Source: an optimization exercise on an open RTL-to-GDS flow (aim: small area and a short achievable clock period). Production flows keep margins and buffers that such runs may drop. No functional check of the RTL was part of any run shown here. No activity file was given, so power comes from the tool's default toggle rates.

File: flow/design.v
`default_nettype none
`timescale 1ns / 1ps
module pe (
    input wire clk,
    input wire rst,
    input wire [15:0] act,
    input wire [15:0] wgt,
    input wire store,
    input wire reuse,
    input wire [3:0] addr,
    input wire update_out,
    output reg [31:0] out
);
    reg [31:0] acc_s;
    reg [31:0] acc_c;
    reg [15:0] r1, r2, r3;        
    reg start;
    wire [31:0] acc = acc_s + acc_c;
    wire a0 = addr == 4'd0;
    wire a1 = addr == 4'd1;
    wire a2 = addr == 4'd2;
    wire a3 = addr == 4'd3;
    wire sw = ~rst & ~reuse;
    wire s0 = ~rst & reuse & a0;
    wire s1 = ~rst & reuse & a1;
    wire s2 = ~rst & reuse & a2;
    wire s3 = ~rst & reuse & a3;
    wire [31:0] B;
    assign B[15:0] = ({16{sw}} & wgt) | ({16{s0}} & acc[15:0]) | ({16{s1}} & r1)
                   | ({16{s2}} & r2) | ({16{s3}} & r3);
    assign B[31:16] = {16{s0}} & acc[31:16];
    wire keep = ~rst & ~start;
    wire [31:0] acc_s_g = {32{keep}} & acc_s;
    wire [31:0] acc_c_g = {32{keep}} & acc_c;
    wire [17:0] ax = {1'b0, act, 1'b0};
    wire [7:0] one, two, neg;
    genvar g;
    generate for (g = 0; g < 8; g = g + 1) begin : enc
        assign one[g] = ax[2*g+1] ^ ax[2*g];
        assign two[g] = (ax[2*g+2] & ~ax[2*g+1] & ~ax[2*g]) | (~ax[2*g+2] & ax[2*g+1] & ax[2*g]);
        assign neg[g] = ax[2*g+2];
    end endgenerate
    wire [32:0] Bx = {B, 1'b0};
    wire [31:0] pp0;
    wire [29:0] pp1;
    wire [27:0] pp2;
    wire [25:0] pp3;
    wire [23:0] pp4;
    wire [21:0] pp5;
    wire [19:0] pp6;
    wire [17:0] pp7;
    generate for (g = 0; g < 32; g = g + 1) begin : pp
        if (g < 32) pe_bsel b0 (.one(one[0]), .two(two[0]), .neg(neg[0]), .b1(Bx[g+1]), .b0(Bx[g]), .p(pp0[g]));
        if (g < 30) pe_bsel b1 (.one(one[1]), .two(two[1]), .neg(neg[1]), .b1(Bx[g+1]), .b0(Bx[g]), .p(pp1[g]));
        if (g < 28) pe_bsel b2 (.one(one[2]), .two(two[2]), .neg(neg[2]), .b1(Bx[g+1]), .b0(Bx[g]), .p(pp2[g]));
        if (g < 26) pe_bsel b3 (.one(one[3]), .two(two[3]), .neg(neg[3]), .b1(Bx[g+1]), .b0(Bx[g]), .p(pp3[g]));
        if (g < 24) pe_bsel b4 (.one(one[4]), .two(two[4]), .neg(neg[4]), .b1(Bx[g+1]), .b0(Bx[g]), .p(pp4[g]));
        if (g < 22) pe_bsel b5 (.one(one[5]), .two(two[5]), .neg(neg[5]), .b1(Bx[g+1]), .b0(Bx[g]), .p(pp5[g]));
        if (g < 20) pe_bsel b6 (.one(one[6]), .two(two[6]), .neg(neg[6]), .b1(Bx[g+1]), .b0(Bx[g]), .p(pp6[g]));
        if (g < 18) pe_bsel b7 (.one(one[7]), .two(two[7]), .neg(neg[7]), .b1(Bx[g+1]), .b0(Bx[g]), .p(pp7[g]));
    end endgenerate
    wire [15:0] pp8 = {16{act[15]}} & B[15:0];
    wire fs1, fc1;
    pe_fa u0 (.a(acc_s_g[0]), .b(acc_c_g[0]), .c(neg[0]), .s(fs1), .co(fc1));
    wire fs2, fc2;
    pe_fa u1 (.a(acc_s_g[1]), .b(acc_c_g[1]), .c(fc1), .s(fs2), .co(fc2));
    wire fs3, fc3;
    pe_fa u2 (.a(acc_s_g[2]), .b(acc_c_g[2]), .c(neg[1]), .s(fs3), .co(fc3));
    wire fs4, fc4;
    pe_fa u3 (.a(fs3), .b(fc2), .c(pp0[2]), .s(fs4), .co(fc4));
    wire fs5, fc5;
    pe_fa u4 (.a(acc_s_g[3]), .b(acc_c_g[3]), .c(fc3), .s(fs5), .co(fc5));
    wire fs6, fc6;
    pe_fa u5 (.a(fs5), .b(pp0[3]), .c(pp1[1]), .s(fs6), .co(fc6));
    wire fs7, fc7;
    pe_fa u6 (.a(acc_s_g[4]), .b(acc_c_g[4]), .c(neg[2]), .s(fs7), .co(fc7));
    wire fs8, fc8;
    pe_fa u7 (.a(fs7), .b(fc5), .c(pp0[4]), .s(fs8), .co(fc8));
    wire fs9, fc9;
    pe_fa u8 (.a(pp1[2]), .b(pp2[0]), .c(fc6), .s(fs9), .co(fc9));
    wire fs10, fc10;
    pe_fa u9 (.a(acc_s_g[5]), .b(acc_c_g[5]), .c(fc7), .s(fs10), .co(fc10));
    wire fs11, fc11;
    pe_fa u10 (.a(fs10), .b(pp0[5]), .c(pp1[3]), .s(fs11), .co(fc11));
    wire fs12, fc12;
    pe_fa u11 (.a(pp2[1]), .b(fc8), .c(fs11), .s(fs12), .co(fc12));
    wire fs13, fc13;
    pe_fa u12 (.a(acc_s_g[6]), .b(acc_c_g[6]), .c(neg[3]), .s(fs13), .co(fc13));
    wire fs14, fc14;
    pe_fa u13 (.a(fs13), .b(fc10), .c(pp0[6]), .s(fs14), .co(fc14));
    wire fs15, fc15;
    pe_fa u14 (.a(pp1[4]), .b(pp2[2]), .c(pp3[0]), .s(fs15), .co(fc15));
    wire fs16, fc16;
    pe_fa u15 (.a(fc11), .b(fs14), .c(fs15), .s(fs16), .co(fc16));
    wire fs17, fc17;
    pe_fa u16 (.a(acc_s_g[7]), .b(acc_c_g[7]), .c(fc13), .s(fs17), .co(fc17));
    wire fs18, fc18;
    pe_fa u17 (.a(fs17), .b(pp0[7]), .c(pp1[5]), .s(fs18), .co(fc18));
    wire fs19, fc19;
    pe_fa u18 (.a(pp2[3]), .b(pp3[1]), .c(fc14), .s(fs19), .co(fc19));
    wire fs20, fc20;
    pe_fa u19 (.a(fc15), .b(fs18), .c(fc16), .s(fs20), .co(fc20));
    wire fs21, fc21;
    pe_fa u20 (.a(acc_s_g[8]), .b(acc_c_g[8]), .c(neg[4]), .s(fs21), .co(fc21));
    wire fs22, fc22;
    pe_fa u21 (.a(fs21), .b(fc17), .c(pp0[8]), .s(fs22), .co(fc22));
    wire fs23, fc23;
    pe_fa u22 (.a(pp1[6]), .b(pp2[4]), .c(pp3[2]), .s(fs23), .co(fc23));
    wire fs24, fc24;
    pe_fa u23 (.a(pp4[0]), .b(fc18), .c(fs22), .s(fs24), .co(fc24));
    wire fs25, fc25;
    pe_fa u24 (.a(fs23), .b(fc19), .c(fs24), .s(fs25), .co(fc25));
    wire fs26, fc26;
    pe_fa u25 (.a(acc_s_g[9]), .b(acc_c_g[9]), .c(fc21), .s(fs26), .co(fc26));
    wire fs27, fc27;
    pe_fa u26 (.a(fs26), .b(pp0[9]), .c(pp1[7]), .s(fs27), .co(fc27));
    wire fs28, fc28;
    pe_fa u27 (.a(pp2[5]), .b(pp3[3]), .c(pp4[1]), .s(fs28), .co(fc28));
    wire fs29, fc29;
    pe_fa u28 (.a(fc22), .b(fc23), .c(fs27), .s(fs29), .co(fc29));
    wire fs30, fc30;
    pe_fa u29 (.a(fs28), .b(fc24), .c(fs29), .s(fs30), .co(fc30));
    wire fs31, fc31;
    pe_fa u30 (.a(acc_s_g[10]), .b(acc_c_g[10]), .c(neg[5]), .s(fs31), .co(fc31));
    wire fs32, fc32;
    pe_fa u31 (.a(fs31), .b(fc26), .c(pp0[10]), .s(fs32), .co(fc32));
    wire fs33, fc33;
    pe_fa u32 (.a(pp1[8]), .b(pp2[6]), .c(pp3[4]), .s(fs33), .co(fc33));
    wire fs34, fc34;
    pe_fa u33 (.a(pp4[2]), .b(pp5[0]), .c(fc27), .s(fs34), .co(fc34));
    wire fs35, fc35;
    pe_fa u34 (.a(fc28), .b(fs32), .c(fs33), .s(fs35), .co(fc35));
    wire fs36, fc36;
    pe_fa u35 (.a(fc29), .b(fs34), .c(fs35), .s(fs36), .co(fc36));
    wire fs37, fc37;
    pe_fa u36 (.a(acc_s_g[11]), .b(acc_c_g[11]), .c(fc31), .s(fs37), .co(fc37));
    wire fs38, fc38;
    pe_fa u37 (.a(fs37), .b(pp0[11]), .c(pp1[9]), .s(fs38), .co(fc38));
    wire fs39, fc39;
    pe_fa u38 (.a(pp2[7]), .b(pp3[5]), .c(pp4[3]), .s(fs39), .co(fc39));
    wire fs40, fc40;
    pe_fa u39 (.a(pp5[1]), .b(fc32), .c(fc33), .s(fs40), .co(fc40));
    wire fs41, fc41;
    pe_fa u40 (.a(fs38), .b(fs39), .c(fc34), .s(fs41), .co(fc41));
    wire fs42, fc42;
    pe_fa u41 (.a(fc35), .b(fs40), .c(fs41), .s(fs42), .co(fc42));
    wire fs43, fc43;
    pe_fa u42 (.a(acc_s_g[12]), .b(acc_c_g[12]), .c(neg[6]), .s(fs43), .co(fc43));
    wire fs44, fc44;
    pe_fa u43 (.a(fs43), .b(fc37), .c(pp0[12]), .s(fs44), .co(fc44));
    wire fs45, fc45;
    pe_fa u44 (.a(pp1[10]), .b(pp2[8]), .c(pp3[6]), .s(fs45), .co(fc45));
    wire fs46, fc46;
    pe_fa u45 (.a(pp4[4]), .b(pp5[2]), .c(pp6[0]), .s(fs46), .co(fc46));
    wire fs47, fc47;
    pe_fa u46 (.a(fc38), .b(fc39), .c(fs44), .s(fs47), .co(fc47));
    wire fs48, fc48;
    pe_fa u47 (.a(fs45), .b(fs46), .c(fc40), .s(fs48), .co(fc48));
    wire fs49, fc49;
    pe_fa u48 (.a(fs47), .b(fc41), .c(fs48), .s(fs49), .co(fc49));
    wire fs50, fc50;
    pe_fa u49 (.a(acc_s_g[13]), .b(acc_c_g[13]), .c(fc43), .s(fs50), .co(fc50));
    wire fs51, fc51;
    pe_fa u50 (.a(fs50), .b(pp0[13]), .c(pp1[11]), .s(fs51), .co(fc51));
    wire fs52, fc52;
    pe_fa u51 (.a(pp2[9]), .b(pp3[7]), .c(pp4[5]), .s(fs52), .co(fc52));
    wire fs53, fc53;
    pe_fa u52 (.a(pp5[3]), .b(pp6[1]), .c(fc44), .s(fs53), .co(fc53));
    wire fs54, fc54;
    pe_fa u53 (.a(fc45), .b(fc46), .c(fs51), .s(fs54), .co(fc54));
    wire fs55, fc55;
    pe_fa u54 (.a(fs52), .b(fc47), .c(fs53), .s(fs55), .co(fc55));
    wire fs56, fc56;
    pe_fa u55 (.a(fs54), .b(fc48), .c(fs55), .s(fs56), .co(fc56));
    wire fs57, fc57;
    pe_fa u56 (.a(acc_s_g[14]), .b(acc_c_g[14]), .c(neg[7]), .s(fs57), .co(fc57));
    wire fs58, fc58;
    pe_fa u57 (.a(fs57), .b(fc50), .c(pp0[14]), .s(fs58), .co(fc58));
    wire fs59, fc59;
    pe_fa u58 (.a(pp1[12]), .b(pp2[10]), .c(pp3[8]), .s(fs59), .co(fc59));
    wire fs60, fc60;
    pe_fa u59 (.a(pp4[6]), .b(pp5[4]), .c(pp6[2]), .s(fs60), .co(fc60));
    wire fs61, fc61;
    pe_fa u60 (.a(pp7[0]), .b(fc51), .c(fc52), .s(fs61), .co(fc61));
    wire fs62, fc62;
    pe_fa u61 (.a(fs58), .b(fs59), .c(fs60), .s(fs62), .co(fc62));
    wire fs63, fc63;
    pe_fa u62 (.a(fc53), .b(fc54), .c(fs61), .s(fs63), .co(fc63));
    wire fs64, fc64;
    pe_fa u63 (.a(fs62), .b(fc55), .c(fs63), .s(fs64), .co(fc64));
    wire fs65, fc65;
    pe_fa u64 (.a(acc_s_g[15]), .b(acc_c_g[15]), .c(fc57), .s(fs65), .co(fc65));
    wire fs66, fc66;
    pe_fa u65 (.a(fs65), .b(pp0[15]), .c(pp1[13]), .s(fs66), .co(fc66));
    wire fs67, fc67;
    pe_fa u66 (.a(pp2[11]), .b(pp3[9]), .c(pp4[7]), .s(fs67), .co(fc67));
    wire fs68, fc68;
    pe_fa u67 (.a(pp5[5]), .b(pp6[3]), .c(pp7[1]), .s(fs68), .co(fc68));
    wire fs69, fc69;
    pe_fa u68 (.a(fc58), .b(fc59), .c(fc60), .s(fs69), .co(fc69));
    wire fs70, fc70;
    pe_fa u69 (.a(fs66), .b(fs67), .c(fs68), .s(fs70), .co(fc70));
    wire fs71, fc71;
    pe_fa u70 (.a(fc61), .b(fc62), .c(fs69), .s(fs71), .co(fc71));
    wire fs72, fc72;
    pe_fa u71 (.a(fs70), .b(fc63), .c(fs71), .s(fs72), .co(fc72));
    wire fs73, fc73;
    pe_fa u72 (.a(acc_s_g[16]), .b(acc_c_g[16]), .c(pp8[0]), .s(fs73), .co(fc73));
    wire fs74, fc74;
    pe_fa u73 (.a(fc65), .b(pp0[16]), .c(pp1[14]), .s(fs74), .co(fc74));
    wire fs75, fc75;
    pe_fa u74 (.a(pp2[12]), .b(pp3[10]), .c(pp4[8]), .s(fs75), .co(fc75));
    wire fs76, fc76;
    pe_fa u75 (.a(pp5[6]), .b(pp6[4]), .c(pp7[2]), .s(fs76), .co(fc76));
    wire fs77, fc77;
    pe_fa u76 (.a(fs73), .b(fc66), .c(fc67), .s(fs77), .co(fc77));
    wire fs78, fc78;
    pe_fa u77 (.a(fc68), .b(fs74), .c(fs75), .s(fs78), .co(fc78));
    wire fs79, fc79;
    pe_fa u78 (.a(fs76), .b(fc69), .c(fc70), .s(fs79), .co(fc79));
    wire fs80, fc80;
    pe_fa u79 (.a(fs77), .b(fs78), .c(fc71), .s(fs80), .co(fc80));
    wire hs1, hc1;
    pe_ha u80 (.a(fs79), .b(fc72), .s(hs1), .co(hc1));
    wire fs81, fc81;
    pe_fa u81 (.a(acc_s_g[17]), .b(acc_c_g[17]), .c(pp8[1]), .s(fs81), .co(fc81));
    wire fs82, fc82;
    pe_fa u82 (.a(fc73), .b(pp0[17]), .c(pp1[15]), .s(fs82), .co(fc82));
    wire fs83, fc83;
    pe_fa u83 (.a(pp2[13]), .b(pp3[11]), .c(pp4[9]), .s(fs83), .co(fc83));
    wire fs84, fc84;
    pe_fa u84 (.a(pp5[7]), .b(pp6[5]), .c(pp7[3]), .s(fs84), .co(fc84));
    wire fs85, fc85;
    pe_fa u85 (.a(fs81), .b(fc74), .c(fc75), .s(fs85), .co(fc85));
    wire fs86, fc86;
    pe_fa u86 (.a(fc76), .b(fs82), .c(fs83), .s(fs86), .co(fc86));
    wire fs87, fc87;
    pe_fa u87 (.a(fs84), .b(fc77), .c(fc78), .s(fs87), .co(fc87));
    wire fs88, fc88;
    pe_fa u88 (.a(fs85), .b(fs86), .c(fc79), .s(fs88), .co(fc88));
    wire fs89, fc89;
    pe_fa u89 (.a(fs87), .b(fc80), .c(fs88), .s(fs89), .co(fc89));
    wire fs90, fc90;
    pe_fa u90 (.a(acc_s_g[18]), .b(acc_c_g[18]), .c(pp8[2]), .s(fs90), .co(fc90));
    wire fs91, fc91;
    pe_fa u91 (.a(fc81), .b(pp0[18]), .c(pp1[16]), .s(fs91), .co(fc91));
    wire fs92, fc92;
    pe_fa u92 (.a(pp2[14]), .b(pp3[12]), .c(pp4[10]), .s(fs92), .co(fc92));
    wire fs93, fc93;
    pe_fa u93 (.a(pp5[8]), .b(pp6[6]), .c(pp7[4]), .s(fs93), .co(fc93));
    wire fs94, fc94;
    pe_fa u94 (.a(fs90), .b(fc82), .c(fc83), .s(fs94), .co(fc94));
    wire fs95, fc95;
    pe_fa u95 (.a(fc84), .b(fs91), .c(fs92), .s(fs95), .co(fc95));
    wire fs96, fc96;
    pe_fa u96 (.a(fs93), .b(fc85), .c(fc86), .s(fs96), .co(fc96));
    wire fs97, fc97;
    pe_fa u97 (.a(fs94), .b(fs95), .c(fc87), .s(fs97), .co(fc97));
    wire fs98, fc98;
    pe_fa u98 (.a(fs96), .b(fc88), .c(fs97), .s(fs98), .co(fc98));
    wire fs99, fc99;
    pe_fa u99 (.a(acc_s_g[19]), .b(acc_c_g[19]), .c(pp8[3]), .s(fs99), .co(fc99));
    wire fs100, fc100;
    pe_fa u100 (.a(fc90), .b(pp0[19]), .c(pp1[17]), .s(fs100), .co(fc100));
    wire fs101, fc101;
    pe_fa u101 (.a(pp2[15]), .b(pp3[13]), .c(pp4[11]), .s(fs101), .co(fc101));
    wire fs102, fc102;
    pe_fa u102 (.a(pp5[9]), .b(pp6[7]), .c(pp7[5]), .s(fs102), .co(fc102));
    wire fs103, fc103;
    pe_fa u103 (.a(fs99), .b(fc91), .c(fc92), .s(fs103), .co(fc103));
    wire fs104, fc104;
    pe_fa u104 (.a(fc93), .b(fs100), .c(fs101), .s(fs104), .co(fc104));
    wire fs105, fc105;
    pe_fa u105 (.a(fs102), .b(fc94), .c(fc95), .s(fs105), .co(fc105));
    wire fs106, fc106;
    pe_fa u106 (.a(fs103), .b(fs104), .c(fc96), .s(fs106), .co(fc106));
    wire fs107, fc107;
    pe_fa u107 (.a(fs105), .b(fc97), .c(fs106), .s(fs107), .co(fc107));
    wire fs108, fc108;
    pe_fa u108 (.a(acc_s_g[20]), .b(acc_c_g[20]), .c(pp8[4]), .s(fs108), .co(fc108));
    wire fs109, fc109;
    pe_fa u109 (.a(fc99), .b(pp0[20]), .c(pp1[18]), .s(fs109), .co(fc109));
    wire fs110, fc110;
    pe_fa u110 (.a(pp2[16]), .b(pp3[14]), .c(pp4[12]), .s(fs110), .co(fc110));
    wire fs111, fc111;
    pe_fa u111 (.a(pp5[10]), .b(pp6[8]), .c(pp7[6]), .s(fs111), .co(fc111));
    wire fs112, fc112;
    pe_fa u112 (.a(fs108), .b(fc100), .c(fc101), .s(fs112), .co(fc112));
    wire fs113, fc113;
    pe_fa u113 (.a(fc102), .b(fs109), .c(fs110), .s(fs113), .co(fc113));
    wire fs114, fc114;
    pe_fa u114 (.a(fs111), .b(fc103), .c(fc104), .s(fs114), .co(fc114));
    wire fs115, fc115;
    pe_fa u115 (.a(fs112), .b(fs113), .c(fc105), .s(fs115), .co(fc115));
    wire fs116, fc116;
    pe_fa u116 (.a(fs114), .b(fc106), .c(fs115), .s(fs116), .co(fc116));
    wire fs117, fc117;
    pe_fa u117 (.a(acc_s_g[21]), .b(acc_c_g[21]), .c(pp8[5]), .s(fs117), .co(fc117));
    wire fs118, fc118;
    pe_fa u118 (.a(fc108), .b(pp0[21]), .c(pp1[19]), .s(fs118), .co(fc118));
    wire fs119, fc119;
    pe_fa u119 (.a(pp2[17]), .b(pp3[15]), .c(pp4[13]), .s(fs119), .co(fc119));
    wire fs120, fc120;
    pe_fa u120 (.a(pp5[11]), .b(pp6[9]), .c(pp7[7]), .s(fs120), .co(fc120));
    wire fs121, fc121;
    pe_fa u121 (.a(fs117), .b(fc109), .c(fc110), .s(fs121), .co(fc121));
    wire fs122, fc122;
    pe_fa u122 (.a(fc111), .b(fs118), .c(fs119), .s(fs122), .co(fc122));
    wire fs123, fc123;
    pe_fa u123 (.a(fs120), .b(fc112), .c(fc113), .s(fs123), .co(fc123));
    wire fs124, fc124;
    pe_fa u124 (.a(fs121), .b(fs122), .c(fc114), .s(fs124), .co(fc124));
    wire fs125, fc125;
    pe_fa u125 (.a(fs123), .b(fc115), .c(fs124), .s(fs125), .co(fc125));
    wire fs126, fc126;
    pe_fa u126 (.a(acc_s_g[22]), .b(acc_c_g[22]), .c(pp8[6]), .s(fs126), .co(fc126));
    wire fs127, fc127;
    pe_fa u127 (.a(fc117), .b(pp0[22]), .c(pp1[20]), .s(fs127), .co(fc127));
    wire fs128, fc128;
    pe_fa u128 (.a(pp2[18]), .b(pp3[16]), .c(pp4[14]), .s(fs128), .co(fc128));
    wire fs129, fc129;
    pe_fa u129 (.a(pp5[12]), .b(pp6[10]), .c(pp7[8]), .s(fs129), .co(fc129));
    wire fs130, fc130;
    pe_fa u130 (.a(fs126), .b(fc118), .c(fc119), .s(fs130), .co(fc130));
    wire fs131, fc131;
    pe_fa u131 (.a(fc120), .b(fs127), .c(fs128), .s(fs131), .co(fc131));
    wire fs132, fc132;
    pe_fa u132 (.a(fs129), .b(fc121), .c(fc122), .s(fs132), .co(fc132));
    wire fs133, fc133;
    pe_fa u133 (.a(fs130), .b(fs131), .c(fc123), .s(fs133), .co(fc133));
    wire fs134, fc134;
    pe_fa u134 (.a(fs132), .b(fc124), .c(fs133), .s(fs134), .co(fc134));
    wire fs135, fc135;
    pe_fa u135 (.a(acc_s_g[23]), .b(acc_c_g[23]), .c(pp8[7]), .s(fs135), .co(fc135));
    wire fs136, fc136;
    pe_fa u136 (.a(fc126), .b(pp0[23]), .c(pp1[21]), .s(fs136), .co(fc136));
    wire fs137, fc137;
    pe_fa u137 (.a(pp2[19]), .b(pp3[17]), .c(pp4[15]), .s(fs137), .co(fc137));
    wire fs138, fc138;
    pe_fa u138 (.a(pp5[13]), .b(pp6[11]), .c(pp7[9]), .s(fs138), .co(fc138));
    wire fs139, fc139;
    pe_fa u139 (.a(fs135), .b(fc127), .c(fc128), .s(fs139), .co(fc139));
    wire fs140, fc140;
    pe_fa u140 (.a(fc129), .b(fs136), .c(fs137), .s(fs140), .co(fc140));
    wire fs141, fc141;
    pe_fa u141 (.a(fs138), .b(fc130), .c(fc131), .s(fs141), .co(fc141));
    wire fs142, fc142;
    pe_fa u142 (.a(fs139), .b(fs140), .c(fc132), .s(fs142), .co(fc142));
    wire fs143, fc143;
    pe_fa u143 (.a(fs141), .b(fc133), .c(fs142), .s(fs143), .co(fc143));
    wire fs144, fc144;
    pe_fa u144 (.a(acc_s_g[24]), .b(acc_c_g[24]), .c(pp8[8]), .s(fs144), .co(fc144));
    wire fs145, fc145;
    pe_fa u145 (.a(fc135), .b(pp0[24]), .c(pp1[22]), .s(fs145), .co(fc145));
    wire fs146, fc146;
    pe_fa u146 (.a(pp2[20]), .b(pp3[18]), .c(pp4[16]), .s(fs146), .co(fc146));
    wire fs147, fc147;
    pe_fa u147 (.a(pp5[14]), .b(pp6[12]), .c(pp7[10]), .s(fs147), .co(fc147));
    wire fs148, fc148;
    pe_fa u148 (.a(fs144), .b(fc136), .c(fc137), .s(fs148), .co(fc148));
    wire fs149, fc149;
    pe_fa u149 (.a(fc138), .b(fs145), .c(fs146), .s(fs149), .co(fc149));
    wire fs150, fc150;
    pe_fa u150 (.a(fs147), .b(fc139), .c(fc140), .s(fs150), .co(fc150));
    wire fs151, fc151;
    pe_fa u151 (.a(fs148), .b(fs149), .c(fc141), .s(fs151), .co(fc151));
    wire fs152, fc152;
    pe_fa u152 (.a(fs150), .b(fc142), .c(fs151), .s(fs152), .co(fc152));
    wire fs153, fc153;
    pe_fa u153 (.a(acc_s_g[25]), .b(acc_c_g[25]), .c(pp8[9]), .s(fs153), .co(fc153));
    wire fs154, fc154;
    pe_fa u154 (.a(fc144), .b(pp0[25]), .c(pp1[23]), .s(fs154), .co(fc154));
    wire fs155, fc155;
    pe_fa u155 (.a(pp2[21]), .b(pp3[19]), .c(pp4[17]), .s(fs155), .co(fc155));
    wire fs156, fc156;
    pe_fa u156 (.a(pp5[15]), .b(pp6[13]), .c(pp7[11]), .s(fs156), .co(fc156));
    wire fs157, fc157;
    pe_fa u157 (.a(fs153), .b(fc145), .c(fc146), .s(fs157), .co(fc157));
    wire fs158, fc158;
    pe_fa u158 (.a(fc147), .b(fs154), .c(fs155), .s(fs158), .co(fc158));
    wire fs159, fc159;
    pe_fa u159 (.a(fs156), .b(fc148), .c(fc149), .s(fs159), .co(fc159));
    wire fs160, fc160;
    pe_fa u160 (.a(fs157), .b(fs158), .c(fc150), .s(fs160), .co(fc160));
    wire fs161, fc161;
    pe_fa u161 (.a(fs159), .b(fc151), .c(fs160), .s(fs161), .co(fc161));
    wire fs162, fc162;
    pe_fa u162 (.a(acc_s_g[26]), .b(acc_c_g[26]), .c(pp8[10]), .s(fs162), .co(fc162));
    wire fs163, fc163;
    pe_fa u163 (.a(fc153), .b(pp0[26]), .c(pp1[24]), .s(fs163), .co(fc163));
    wire fs164, fc164;
    pe_fa u164 (.a(pp2[22]), .b(pp3[20]), .c(pp4[18]), .s(fs164), .co(fc164));
    wire fs165, fc165;
    pe_fa u165 (.a(pp5[16]), .b(pp6[14]), .c(pp7[12]), .s(fs165), .co(fc165));
    wire fs166, fc166;
    pe_fa u166 (.a(fs162), .b(fc154), .c(fc155), .s(fs166), .co(fc166));
    wire fs167, fc167;
    pe_fa u167 (.a(fc156), .b(fs163), .c(fs164), .s(fs167), .co(fc167));
    wire fs168, fc168;
    pe_fa u168 (.a(fs165), .b(fc157), .c(fc158), .s(fs168), .co(fc168));
    wire fs169, fc169;
    pe_fa u169 (.a(fs166), .b(fs167), .c(fc159), .s(fs169), .co(fc169));
    wire fs170, fc170;
    pe_fa u170 (.a(fs168), .b(fc160), .c(fs169), .s(fs170), .co(fc170));
    wire fs171, fc171;
    pe_fa u171 (.a(acc_s_g[27]), .b(acc_c_g[27]), .c(pp8[11]), .s(fs171), .co(fc171));
    wire fs172, fc172;
    pe_fa u172 (.a(fc162), .b(pp0[27]), .c(pp1[25]), .s(fs172), .co(fc172));
    wire fs173, fc173;
    pe_fa u173 (.a(pp2[23]), .b(pp3[21]), .c(pp4[19]), .s(fs173), .co(fc173));
    wire fs174, fc174;
    pe_fa u174 (.a(pp5[17]), .b(pp6[15]), .c(pp7[13]), .s(fs174), .co(fc174));
    wire fs175, fc175;
    pe_fa u175 (.a(fs171), .b(fc163), .c(fc164), .s(fs175), .co(fc175));
    wire fs176, fc176;
    pe_fa u176 (.a(fc165), .b(fs172), .c(fs173), .s(fs176), .co(fc176));
    wire fs177, fc177;
    pe_fa u177 (.a(fs174), .b(fc166), .c(fc167), .s(fs177), .co(fc177));
    wire fs178, fc178;
    pe_fa u178 (.a(fs175), .b(fs176), .c(fc168), .s(fs178), .co(fc178));
    wire fs179, fc179;
    pe_fa u179 (.a(fs177), .b(fc169), .c(fs178), .s(fs179), .co(fc179));
    wire fs180, fc180;
    pe_fa u180 (.a(acc_s_g[28]), .b(acc_c_g[28]), .c(pp8[12]), .s(fs180), .co(fc180));
    wire fs181, fc181;
    pe_fa u181 (.a(fc171), .b(pp0[28]), .c(pp1[26]), .s(fs181), .co(fc181));
    wire fs182, fc182;
    pe_fa u182 (.a(pp2[24]), .b(pp3[22]), .c(pp4[20]), .s(fs182), .co(fc182));
    wire fs183, fc183;
    pe_fa u183 (.a(pp5[18]), .b(pp6[16]), .c(pp7[14]), .s(fs183), .co(fc183));
    wire fs184, fc184;
    pe_fa u184 (.a(fs180), .b(fc172), .c(fc173), .s(fs184), .co(fc184));
    wire fs185, fc185;
    pe_fa u185 (.a(fc174), .b(fs181), .c(fs182), .s(fs185), .co(fc185));
    wire fs186, fc186;
    pe_fa u186 (.a(fs183), .b(fc175), .c(fc176), .s(fs186), .co(fc186));
    wire fs187, fc187;
    pe_fa u187 (.a(fs184), .b(fs185), .c(fc177), .s(fs187), .co(fc187));
    wire fs188, fc188;
    pe_fa u188 (.a(fs186), .b(fc178), .c(fs187), .s(fs188), .co(fc188));
    wire fs189, fc189;
    pe_fa u189 (.a(acc_s_g[29]), .b(acc_c_g[29]), .c(pp8[13]), .s(fs189), .co(fc189));
    wire fs190, fc190;
    pe_fa u190 (.a(fc180), .b(pp0[29]), .c(pp1[27]), .s(fs190), .co(fc190));
    wire fs191, fc191;
    pe_fa u191 (.a(pp2[25]), .b(pp3[23]), .c(pp4[21]), .s(fs191), .co(fc191));
    wire fs192, fc192;
    pe_fa u192 (.a(pp5[19]), .b(pp6[17]), .c(pp7[15]), .s(fs192), .co(fc192));
    wire fs193, fc193;
    pe_fa u193 (.a(fs189), .b(fc181), .c(fc182), .s(fs193), .co(fc193));
    wire fs194, fc194;
    pe_fa u194 (.a(fc183), .b(fs190), .c(fs191), .s(fs194), .co(fc194));
    wire fs195, fc195;
    pe_fa u195 (.a(fs192), .b(fc184), .c(fc185), .s(fs195), .co(fc195));
    wire fs196, fc196;
    pe_fa u196 (.a(fs193), .b(fs194), .c(fc186), .s(fs196), .co(fc196));
    wire fs197, fc197;
    pe_fa u197 (.a(fs195), .b(fc187), .c(fs196), .s(fs197), .co(fc197));
    wire fs198, fc198;
    pe_fa u198 (.a(acc_s_g[30]), .b(acc_c_g[30]), .c(pp8[14]), .s(fs198), .co(fc198));
    wire fs199, fc199;
    pe_fa u199 (.a(fc189), .b(pp0[30]), .c(pp1[28]), .s(fs199), .co(fc199));
    wire fs200, fc200;
    pe_fa u200 (.a(pp2[26]), .b(pp3[24]), .c(pp4[22]), .s(fs200), .co(fc200));
    wire fs201, fc201;
    pe_fa u201 (.a(pp5[20]), .b(pp6[18]), .c(pp7[16]), .s(fs201), .co(fc201));
    wire fs202, fc202;
    pe_fa u202 (.a(fs198), .b(fc190), .c(fc191), .s(fs202), .co(fc202));
    wire fs203, fc203;
    pe_fa u203 (.a(fc192), .b(fs199), .c(fs200), .s(fs203), .co(fc203));
    wire fs204, fc204;
    pe_fa u204 (.a(fs201), .b(fc193), .c(fc194), .s(fs204), .co(fc204));
    wire fs205, fc205;
    pe_fa u205 (.a(fs202), .b(fs203), .c(fc195), .s(fs205), .co(fc205));
    wire fs206, fc206;
    pe_fa u206 (.a(fs204), .b(fc196), .c(fs205), .s(fs206), .co(fc206));
    wire fs207, fc207;
    pe_fa u207 (.a(acc_s_g[31]), .b(acc_c_g[31]), .c(pp8[15]), .s(fs207), .co(fc207));
    wire fs208, fc208;
    pe_fa u208 (.a(fc198), .b(pp0[31]), .c(pp1[29]), .s(fs208), .co(fc208));
    wire fs209, fc209;
    pe_fa u209 (.a(pp2[27]), .b(pp3[25]), .c(pp4[23]), .s(fs209), .co(fc209));
    wire fs210, fc210;
    pe_fa u210 (.a(pp5[21]), .b(pp6[19]), .c(pp7[17]), .s(fs210), .co(fc210));
    wire fs211, fc211;
    pe_fa u211 (.a(fs207), .b(fc199), .c(fc200), .s(fs211), .co(fc211));
    wire fs212, fc212;
    pe_fa u212 (.a(fc201), .b(fs208), .c(fs209), .s(fs212), .co(fc212));
    wire fs213, fc213;
    pe_fa u213 (.a(fs210), .b(fc202), .c(fc203), .s(fs213), .co(fc213));
    wire fs214, fc214;
    pe_fa u214 (.a(fs211), .b(fs212), .c(fc204), .s(fs214), .co(fc214));
    wire fs215, fc215;
    pe_fa u215 (.a(fs213), .b(fc205), .c(fs214), .s(fs215), .co(fc215));
    wire [31:0] row_a = {fc206, fc197, fc188, fc179, fc170, fc161, fc152, fc143, fc134, fc125, fc116, fc107, fc98, fc89, hc1, fs80, fc64, fc56, fc49, fc42, fc36, fc30, fc25, fc20, fs19, fc12, fc9, fs8, fc4, pp1[0], fs2, fs1};
    wire [31:0] row_b = {fs215, fs206, fs197, fs188, fs179, fs170, fs161, fs152, fs143, fs134, fs125, fs116, fs107, fs98, fs89, hs1, fs72, fs64, fs56, fs49, fs42, fs36, fs30, fs25, fs20, fs16, fs12, fs9, fs6, fs4, pp0[1], pp0[0]};
    always @(posedge clk) begin
        acc_s <= row_a;
        acc_c <= row_b;
        if (rst) begin
            r1 <= 16'd0;
            r2 <= 16'd0;
            r3 <= 16'd0;
            out <= 32'd0;
            start <= 1'b0;
        end else begin
            if (store && a1) r1 <= wgt;
            if (store && a2) r2 <= wgt;
            if (store && a3) r3 <= wgt;
            if (update_out) out <= acc;
            start <= update_out;
        end
    end
endmodule
module pe_bsel (input wire one, input wire two, input wire neg, input wire b1, input wire b0, output wire p);
    assign p = ((one & b1) | (two & b0)) ^ neg;
endmodule
module pe_fa (input wire a, input wire b, input wire c, output wire s, output wire co);
    assign s = a ^ b ^ c;
    assign co = (a & b) | (a & c) | (b & c);
endmodule
module pe_ha (input wire a, input wire b, output wire s, output wire co);
    assign s = a ^ b;
    assign co = a & b;
endmodule
File: flow/run.sh
#!/bin/bash
# synth_recipe.tcl (not shown) runs the flow's synth.tcl, then flattens the netlist and writes it again
# the make line also repeats each setting of config.mk as NAME=value (left out here)
make -C /OpenROAD-flow-scripts/flow DESIGN_CONFIG=/design/flow/config.mk WORK_HOME=/design/flow/orfs CLKGATE_MAP_FILE= SYNTH_SCRIPT=/design/flow/synth_recipe.tcl finish
File: flow/constraint.sdc
create_clock -name core_clock -period 11.0 [get_ports {clk}]
set_input_delay 2.2000 -clock core_clock [delete_from_list [all_inputs] [get_ports {clk}]]
set_output_delay 2.2000 -clock core_clock [all_outputs]
set_load 0.01 [all_outputs]
File: flow/config.mk
export PLATFORM = sky130hd
export DESIGN_NAME = pe
export DESIGN_NICKNAME = pe
export VERILOG_FILES = /design/flow/design.v
export SDC_FILE = /design/flow/constraint.sdc
export NUM_CORES = 4
export LEC_CHECK = 0
export CAP_MARGIN = 20
export CORE_MARGIN = 2
export CORE_UTILIZATION = 40
export SLEW_MARGIN = 20
export SYNTH_HIERARCHICAL = 1
==> flow_summary.toml, run 1 <==
[layout]
stdcell_count = 2106
final_util_pct = 46.4
syn_to_final_growth_pct = 14.7
layout.nets = 1863
layout-drive-gt1-share_pct = 20.7

[setup_path]
crit_chain = "clkdlybuf4s50_1 > nor2b_1 > nor2b_1 > buf_4 > a222oi_1 > nand3_1 > buf_4 > and2_1 > fa_1 > fa_1 > fa_1 > fa_1 > fa_1 > fa_1"
critPathSlowestCell = "clkdlybuf4s50_1"
cp-end-kind = "flop"
r2r_cells = 16
crit_arrival_ps = 7700
cpMostUsedCell = "fa_1"
worstSetupStartpointType = "input port"
cp_max_fo = 15
required_ps = 11340
max_stage_delay_ps = 600
cp.depth = 14
critPathKind = "in -> reg"
crit_buf_inv = 3
crit_family = "adder cells"

[logic_synthesis]
synthCells = 1470
syn-cell-area_um2 = 15600
syn_area_per_cell_um2 = 10.6
synthDistinctLibCells = 60
yosys_warnings = 7
async_reset_ff_share_pct = 0
synth-seq-cells = 145
yosysSeqAreaShare_pct = 18.6
ys.flop_type = "dfxtp_1"
synth_edf_count = 0

[clock_network]
cts_buffer_depth = 2
cts_max_level = 4
cts_sinks = 145
cts_root_buffer = "clkbuf_16"
clk_latency_ps = 460
cts_resized = 0
cts_buffers = 17
cts_tree = "yes"
cts_hold_buf = 0
post_cts_buffers = 0
clk_pin_slew_worst_paths_ps = 70

[timing]
hold_viol_final = 0
period_needed_ps = 7360
worstMarginPinSlew_ps = 1150
fin_crit_sh_pct = 66.9
rsz0062_at_grt = "false"
finalMaxSlewViolations = 0
tns_ps = 0
relSlewSlack_pct = 23.3
clock_skew_ps = 17.7
fin_ws_ps = 3640
finalSetupViolCount = 0
max_freq_mhz = 136

[power_and_ir_drop]
p_leak_nw = 6.11
ir_worst_vdd_mv = 0.103
total_power_mw = 4.45
power_density_nw_per_um2 = 248

[floorplanning]
rows = 72
fp.coreArea_um2 = 38600
die-width_um = 202
start_util_pct = 40.5
pin_count = 73
dieArea_um2 = 40700
die_h_um = 202

[detailed_routing]
drtAntennaViolNets = 0
wl_per_cell_um = 23.9
drcViolationCount = 0
viasPerCell = 5.76
wirelength_um = 50400
dr.pass1.iters = 5
via_count = 12128
drtIter0Drc = 1069

[grt]
grt_max_degree = 90
grt_pass1_wl_um = 77900
track_usage_pct = 25.4
grt_pass1_vias = 12679
overflow = 0
grt_antenna_before_repair = 0

[worst_hold_path]
min_path_type = "reg -> reg"
hold_depth = 2

[placement]
hpwl_um = 34800
gp_congestion = 0.889
place_inst = 2073
place_ws_ps = 3230
portBuffers = 72

[status]
outcome = "timing/DRC/antenna clean"

[flow_run]
cap_violations = 0
layer usage:
metal	vias up	global-route usage, %	part of all wire [%]
met5	-	0	0
met2	530	38.5	45
met1	6153	35.9	45
met4	0	9.48	2.8
li1	5349	-	-
met3	96	5.13	7.3
stage by stage:
stage               cell area, um^2  hold slack [ps]
global placement              17400              441
CTS                           17900              456
detailed placement            17400              446
floorplan                     15700              433
global route                  17900              477
finish                        17900              457
modules after synthesis (local to each module, per instance):
| module | flip-flops and latches | times used | area, um^2 | cells inside |
|---|---|---|---|---|
| pe | 145 | 1 | 7070 | 854 |
| pe_bsel | 0 | 200 | 21.3 | 2 |
| pe_fa | 0 | 215 | 20.0 | 1 |
| pe_ha | 0 | 1 | 12.5 | 1 |
worst reg2reg max path, stage by stage (launching register included):
cell and delay [ps]:
dfxtp_1 330, ha_1 410, nand3_2 140, or3_4 400
o31ai_2 440, o21bai_1 200, nor3_1 400, a31oi_1 180
xor2_1 210, nor2_1 890, a22oi_2 200, xnor2_1 250
fa_1 480, fa_1 420, fa_1 420, fa_1 530
fa_1 410
cell usage in the layout, fill, tap and decap left out, types with 22 or more instances in the layout:
cell type        count
buf_4               53
nor2_1              67
and2_1              80
clkdlybuf4s50_1     62
ha_1                32
dfxtp_1            145
a22oi_2            200
nand2_1            147
a21oi_1             79
fa_1               216
inv_1               22
xnor2_1            217
power breakdown:
group | internal (mW) | leakage (nW) | switching (mW)
clock network | 0.318 | 0.272 | 0.278
logic | 1.27 | 4.64 | 1.74
registers | 0.738 | 1.20 | 0.108
sequential cells by signal (all words and copies together) (netlist names):
register  flops
r1           16
r2           16
acc_s        32
r3           16
start         1
out          32
acc_c        32
layout make-up:
class	instances	area, um^2
diodes	1	2.50
clock buffers	17	425
clock inverters	15	148
fillers	3581	20700
inverters	22	82.6
multi-input cells	1263	12700
flip-flops and latches	145	2900
well taps	518	648
repair buffers	125	1070
Yosys cell counts, drive strengths merged, types with 2 or more instances:
library cell	n	area share (%)
xnor2	217	12
fa	216	28
a22oi	206	16
nand2	147	3.5
dfxtp	145	19
a21oi	81	2.6
and2	80	3.2
nor2	68	1.6
clkbuf	44	1.1
ha	32	2.6
inv	22	0.53
o21ai	22	0.70
nand3	19	0.64
xor2	19	1.1
mux2i	17	1.1
a21o	13	0.62
nand2b	12	0.48
nor2b	12	0.48
a222oi	11	0.70
a211oi	8	0.42
a31oi	8	0.32
nand3b	8	0.38
o21a	6	0.29
mux2	5	0.36
o211ai	5	0.24
nor3	4	0.13
a221o	3	0.19
buf	3	0.10
nand4	3	0.12
o22ai	3	0.12
and3	2	0.080
and4	2	0.11
nand4b	2	0.11
o2111ai	2	0.15
o211a	2	0.13
o21bai	2	0.096
o311ai	2	0.11
or3	2	0.11
or4b	2	0.13
path summary, 6_finish.rpt:
path / from / slack (ps) / to
worst min-delay path: r3[12]$_SDFFE_PP0P_ / 460 / r3[12]$_SDFFE_PP0P_
worst max register to register: acc_s[10]$_DFF_P_ / 4560 / acc_c[24]$_DFF_P_
worst max-delay path: addr[1] / 3640 / acc_c[31]$_DFF_P_
worst min register to register: r3[12]$_SDFFE_PP0P_ / 460 / r3[12]$_SDFFE_PP0P_
kinds of logic after synthesis:
kind of cell               after synthesis  share of synthesized area [%]
AOI/OAI and AO/OA                      382                           23.5
muxes                                   22                           1.45
xor gates and xnor gates               236                           13.2
buffers and inverters                   69                           1.69
other                                    1                         0.0240
and+or+nand+nor                        367                           11.3
DFF                                    145                           18.6
adders and majority gates              248                           30.2
==> run 2, diff against run 1 <==
--- a/flow/config.mk
+++ b/flow/config.mk
@@ -7,6 +7,7 @@
 export LEC_CHECK = 0
 export CAP_MARGIN = 20
 export CORE_MARGIN = 2
-export CORE_UTILIZATION = 40
+export CORE_UTILIZATION = 55
+export SETUP_SLACK_MARGIN = 3
 export SLEW_MARGIN = 20
 export SYNTH_HIERARCHICAL = 1
==> run 2 against run 1 <==
  * Still clean on timing, DRC and antenna
  * Clock power rose by 3.4%
  * Hold slack lost 1.0 ps
  * Flip-flop and latch count stayed put
  * Synthesized area unchanged
  * Via count hardly changed
  * Synthesized cell count stayed put
  * Die area shrank 27%
  * Sequential power about the same
  * First-iteration DRC count down 11%
  * Critical path type unchanged
==> flow_summary.toml, run 2 <==
[placement]
hpwl_um = 33500
portBuffers = 72
place_ws_ps = 3210
gp_congestion = 0.899
place_inst = 1928
placed_area_um2 = 17200

[worst_hold_path]
min_path_type = "reg -> reg"
hold_depth = 2

[layout]
fin_area_um2 = 17800
reg_top3 = "acc_c (32), acc_s (32), out (32)"
fillers = 2375
final_util_pct = 63.9
final_cell_mix = "xnor2_1, fa_1, a22oi_2"
stdcell_count = 1962
layout-drive-gt1-share_pct = 20.5
layout_commonest_cell = "xnor2_1"
layout.nets = 1859
syn_to_final_growth_pct = 13.8

[grt]
overflow = 0
grt_max_degree = 72
grt_antenna_before_repair = 1
grt_pass1_wl_um = 75400
grt_pass1_vias = 12762
track_usage_pct = 32.7

[setup_path]
required_ps = 11310
cpMostUsedCell = "fa_1"
crit_buf_inv = 2
cp.depth = 15
crit_chain = "clkdlybuf4s50_1 > nor2_1 > nand3b_1 > nand2b_1 > nor2_1 > a221o_1 > a221o_1 > buf_4 > and2_1 > fa_1 > fa_1 > fa_1 > fa_1 > fa_1 > fa_1"
worstSetupStartpointType = "input port"
max_stage_delay_ps = 830
r2r_cells = 17
cp_max_fo = 20
cp-end-kind = "flop"
crit_family = "adder cells"
critPathSlowestCell = "nand2b_1"
critPathKind = "in -> reg"
crit_arrival_ps = 7660

[clock_network]
cts_buffer_depth = 2
cts_sinks = 145
clk_latency_ps = 440
post_cts_buffers = 0
cts_resized = 0
cts_buffers = 17
cts_hold_buf = 0
clk_pin_slew_worst_paths_ps = 60
cts_tree = "yes"
cts_max_level = 4
cts_root_buffer = "clkbuf_16"

[detailed_routing]
viasPerCell = 6.18
via_count = 12129
dr.pass1.iters = 5
wirelength_um = 47800
drtAntennaViolNets = 0
drtIter0Drc = 954
drcViolationCount = 0
wl_per_cell_um = 24.3

[timing]
clock_skew_ps = 18.1
worstMarginPinSlew_ps = 1160
rsz0062_at_grt = "false"
finalSetupViolCount = 0
tns_ps = 0
max_freq_mhz = 136
fin_ws_ps = 3650
hold_viol_final = 0
finalMaxSlewViolations = 0
holdWs_ps = 456
period_needed_ps = 7350
relSlewSlack_pct = 22.5
fin_crit_sh_pct = 66.8

[floorplanning]
pin_count = 73
dieArea_um2 = 29800
die-width_um = 173
start_util_pct = 56.1
fp.coreArea_um2 = 27900
rows = 61
die_h_um = 173

[status]
outcome = "timing/DRC/antenna clean"

[power_and_ir_drop]
total_power_mw = 4.39
power_density_nw_per_um2 = 247
p_leak_nw = 6.12
ir_worst_vdd_mv = 0.110

[logic_synthesis]
post-synth-top-count-cell = "xnor2_1"
synth_area_leaders = "fa_1, dfxtp_1, a22oi_2, xnor2_1, nand2_1"
synthDistinctLibCells = 60
synthCells = 1470
ys.flop_type = "dfxtp_1"
async_reset_ff_share_pct = 0
synth_largest_area_cell = "fa_1"
syn-cell-area_um2 = 15600
yosysSeqAreaShare_pct = 18.6
yosys_warnings = 7
synth-seq-cells = 145
netlist.area_leader.share_pct = 27.7
yosys-top-cells-count = "xnor2_1, fa_1, a22oi_2"
synth_edf_count = 0
syn_area_per_cell_um2 = 10.6

[flow_run]
cap_violations = 0
-- run 2: per-module statistics from Yosys (local to each module, per instance) --
module,cells,times used,flip-flops and latches,area [um^2]
pe_fa,1,215,0,20.0
pe_bsel,2,200,0,21.3
pe_ha,1,1,0,12.5
pe,854,1,145,7070
-- run 2: cells by family (layout without fill, tap and decap cells) --
| logic type | after synthesis | in the layout | synth area share, % |
|---|---|---|---|
| buf+inv | 69 | 175 | 1.69 |
| flops | 145 | 145 | 18.6 |
| xor+xnor | 236 | 236 | 13.2 |
| other cells | 1 | 9 | 0.0240 |
| compound gates | 382 | 382 | 23.5 |
| simple gates | 367 | 367 | 11.3 |
| fa+ha+maj | 248 | 248 | 30.2 |
| mux | 22 | 22 | 1.45 |
-- run 2: per-layer routing --
layer,up-vias,routed length [um],track usage [%]
met5,-,0,0
met4,0,1130,9.54
met3,68,2890,5.39
met2,435,23100,53.8
met1,6278,20700,44.7
li1,5348,-,-
-- run 2: area by class of cell --
class | instances | area (um^2) | area share, %
Multi-Input combinational cell | 1263 | 12700 | 71.2
Sequential cell | 145 | 2900 | 16.3
Timing Repair Buffer | 121 | 1060 | 5.96
Tap cell | 378 | 473 | 2.66
Clock buffer | 19 | 443 | 2.49
Clock inverter | 13 | 163 | 0.914
Inverter | 22 | 82.6 | 0.464
Antenna cell | 1 | 2.50 | 0.0141
-- run 2: power breakdown --
group / total, mW / switching (mW) / internal, mW / leakage, nW
clock network: 0.616 / 0.266 / 0.350 / 0.295
logic: 2.93 / 1.66 / 1.27 / 4.63
registers: 0.849 / 0.110 / 0.739 / 1.20
total: 4.39 / 2.03 / 2.36 / 6.12
-- run 2: path summary, 6_finish.rpt --
check                          start                  to  slack [ps]
setup reg to reg    acc_s[9]$_DFF_P_   acc_c[25]$_DFF_P_        4630
setup / recovery             addr[2]   acc_c[22]$_DFF_P_        3650
hold / removal    r1[7]$_SDFFE_PP0P_  r1[7]$_SDFFE_PP0P_         460
hold reg to reg   r1[7]$_SDFFE_PP0P_  r1[7]$_SDFFE_PP0P_         460
-- run 2: worst reg2reg max path, stage by stage (launching register included) --
cell and delay (ps):
dfxtp_1 330, ha_1 410, nand3_2 130, or3_4 390, a311o_1 390, a21oi_2 260
o2111ai_2 170, a21oi_2 320, a21oi_1 190, xor2_1 180, nor2_1 820, a22oi_2 200
xnor2_1 240, fa_1 470, fa_1 420, fa_1 420, fa_1 520, fa_1 410
==> run 3, diff against run 2 <==
--- a/flow/config.mk
+++ b/flow/config.mk
@@ -8,6 +8,6 @@
 export CAP_MARGIN = 20
 export CORE_MARGIN = 2
 export CORE_UTILIZATION = 55
-export SETUP_SLACK_MARGIN = 3
+export SETUP_SLACK_MARGIN = 5
 export SLEW_MARGIN = 20
 export SYNTH_HIERARCHICAL = 1
==> run 3 against run 2 <==
  * Sequential share of layout area fell by 1.5 points
  * Total power grew 7.6%
  * Synthesized area did not move
  * Combinational power increased by 12%
  * Critical path type unchanged
  * Largest power group unchanged
==> flow_summary.toml, run 3 <==
[status]
outcome = "timing/DRC/antenna clean"

[clock_network]
clk_pin_slew_worst_paths_ps = 70
cts_buffer_depth = 2
cts_hold_buf = 0
clk_latency_ps = 440
cts_max_level = 4
cts_buffers = 17
cts_tree = "yes"
cts_root_buffer = "clkbuf_16"
cts_sinks = 145

[timing]
finalSetupViolCount = 0
rsz0062_at_grt = "true"
tns_ps = 0
period_needed_ps = 6110
worstMarginPinSlew_ps = 833
hold_viol_final = 0
max_freq_mhz = 164
relSlewSlack_pct = 44.3
finalMaxSlewViolations = 0
fin_crit_sh_pct = 55.6
holdWs_ps = 455
clock_skew_ps = 11.6

[grt]
overflow = 0
track_usage_pct = 37.2
grt_max_degree = 65
grt_pass1_vias = 13308
grt_antenna_before_repair = 1
grt_pass1_wl_um = 83300

[logic_synthesis]
synth_largest_area_cell = "fa_1"
post-synth-top-count-cell = "xnor2_1"
synth-seq-cells = 145
yosys.area_share.adder_pct = 30.2
yosysSeqAreaShare_pct = 18.6
yosys_warnings = 7
synth_compound_area_share_pct = 23.5
synth_xor_xnor_area_share_pct = 13.2
synth_edf_count = 0
netlist.area_leader.share_pct = 27.7
syn-cell-area_um2 = 15600
synthMuxAreaShare_pct = 1.45
ys.flop_type = "dfxtp_1"
synthDistinctLibCells = 60
synth_top_family_by_area = "adder cells"
yosys-top-cells-count = "xnor2_1, fa_1, a22oi_2"
synthSimpleGateAreaFrac_pct = 11.3
syn_area_per_cell_um2 = 10.6
async_reset_ff_share_pct = 0
synthCells = 1470
synth_area_leaders = "fa_1, dfxtp_1, a22oi_2, xnor2_1, nand2_1"

[power_and_ir_drop]
p_leak_nw = 6.85
power_density_nw_per_um2 = 242
ir_worst_vdd_mv = 0.119

[setup_path]
rrSetupSlack_ps = 5090
r2r_start = "acc_s[9]$_DFF_P_"
crit_end = "acc_c[20]$_DFF_P_"
reg2reg_to = "acc_c[31]$_DFF_P_"
worstSetupStartpointType = "input port"
r2r_cells = 17
required_ps = 11330
critPathKind = "in -> reg"
cp_max_fo = 9
crit_start = "rst"
crit_arrival_ps = 6440
cp-end-kind = "flop"

[floorplanning]
dieArea_um2 = 29800
rows = 61
die_h_um = 173
start_util_pct = 56.1
pin_count = 73
fp.coreArea_um2 = 27900
die-width_um = 173

[layout]
layout-drive-gt1-share_pct = 34.3
layout_commonest_cell = "a22oi_2"
syn_to_final_growth_pct = 25.0
final_cell_mix = "a22oi_2, xnor2_1, dfxtp_1"
multi_input_area_um2 = 13300
layout.nets = 1951
reg_top3 = "acc_c (32), acc_s (32), out (32)"
diodes = 0
seqCellArea_um2 = 2900
fillers = 2054

[flow_run]
cap_violations = 0

[detailed_routing]
wl_per_cell_um = 26.6
viasPerCell = 6.32
drcViolationCount = 0
via_count = 12976
dr.pass1.iters = 6
drtIter0Drc = 1476
wirelength_um = 54700
drtAntennaViolNets = 0

[placement]
portBuffers = 72
hpwl_um = 34200
gp_congestion = 0.869

[worst_hold_path]
min_path_type = "reg -> reg"
run 3: cell types whose count changed in the layout (fill, tap and decap cells not counted), sizes merged:
cell,delta
clkinv,+1
clkinvlp,+2
clkbuf,-2
buf,+92
clkdlybuf4s50,-4
bufbuf,+3
inv,+1
nand2b,+1
diode,-1
bufinv,-2
run 3: final cells by class:
class,instances,area share [%]
clock inverters,15,0.736
well taps,378,2.42
repair buffers,212,11.2
multi-input cells,1264,68.2
clock buffers,17,2.18
inverters,22,0.423
flip-flops and latches,145,14.9
run 3: timing repair:
| action | 4_1_cts | 5_1_grt |
|---|---|---|
| endpoints found under the setup margin | 46 | 32 |
| gates cloned | 7 | 0 |
| buffers inserted | 56 | 30 |
| pin swaps | 60 | 61 |
| gates resized for setup | 125 | 57 |
run 3: critical path: stages:
cell      delay (ps)
buf_16            80
nand3b_1         210
buf_6            150
nor2b_4           40
buf_6            140
a222oi_1         530
nand3_4          170
buf_12           190
buf_4            140
a22oi_2          200
xnor2_2          150
fa_1             470
fa_2             410
fa_2             370
fa_2             570
fa_2             410
run 3: worst min-delay path by stage:
stage	startpoint	to	slack, ps	cells after the start
floorplan	r3[0]$_SDFFE_PP0P_	r3[0]$_SDFFE_PP0P_	430	2
global placement	r1[4]$_SDFFE_PP0P_	r1[4]$_SDFFE_PP0P_	440	2
detailed placement	r3[0]$_SDFFE_PP0P_	r3[0]$_SDFFE_PP0P_	450	2
CTS	r1[4]$_SDFFE_PP0P_	r1[4]$_SDFFE_PP0P_	460	2
global route	r3[0]$_SDFFE_PP0P_	r3[0]$_SDFFE_PP0P_	470	2
finish	r1[4]$_SDFFE_PP0P_	r1[4]$_SDFFE_PP0P_	450	2
run 3: metal layers:
metal,wire [um],GRT usage [%],vias up
li1,-,-,5537
met1,23000,51.3,6627
met2,24600,56.8,697
met3,5150,10.0,113
met4,1980,13.0,2
met5,12,0.641,-
run 3: power by group:
part | leakage, nW | total [mW] | internal, mW | switching (mW)
Combinational | 5.37 | 3.29 | 1.42 | 1.87
Sequential | 1.20 | 0.845 | 0.738 | 0.107
Clock | 0.273 | 0.587 | 0.301 | 0.286
Total | 6.85 | 4.72 | 2.46 | 2.26
run 3: kinds of logic (layout without fill, tap and decap cells):
logic type | count (synthesis) | in the layout
and+or+nand+nor | 367 | 368
AOI/OAI and AO/OA | 382 | 382
muxes | 22 | 22
adders and majority gates | 248 | 248
other | 1 | 8
DFF | 145 | 145
xor gates and xnor gates | 236 | 236
buffers and inverters | 69 | 266
run 3: per-module statistics from Yosys, one instance, submodules excluded:
module,flip-flops and latches,copies in the design,cells inside,area [um^2]
pe_ha,0,1,1,12.5
pe_bsel,0,200,2,21.3
pe_fa,0,215,1,20.0
pe,145,1,854,7070
run 3: metrics by stage:
step	instances	total power, mW	setup WS [ps]	instance area (um^2)	util, %
after detailed placement	1928	3.92	3370	17400	62.3
after global placement	1928	3.82	3410	17400	62.3
after global routing	2053	5.11	4800	19500	70.2
after floorplan	1477	2.96	4270	15900	-
final	2053	4.72	4890	19500	70.2
after CTS	2023	4.61	5000	19000	68.2

-- static timing again, ports no longer ideal --
The flow's constraints put no driver on any port. The routed layouts listed below were extracted and timed again, unchanged, in two steps. Step 1 assumes that a clkbuf_16 drives the clock port and a buf_2 every other input. Step 2, shift: input delay + t, output delay - t, t = (earliest + latest rising clock arrival at the registers) / 2. This alone moves slack from input paths to output paths. Three values: ideal, step 1, step 2; two values: the first two.
run	shift t [ns]	setup slack, ns	latest minus earliest clock arrival (ns)
run 1	0.505	3.640 / 3.664 / 3.159	0.018 / 0.018
run 2	0.475	3.648 / 3.664 / 3.189	0.018 / 0.018
run 3	0.491	4.889 / 4.826 / 4.335	0.013 / 0.012
After both steps every run listed still meets setup and hold. For run 3, which loses most, drivers alone change the setup slack by -0.063 ns; drivers and shift together by -0.554 ns.
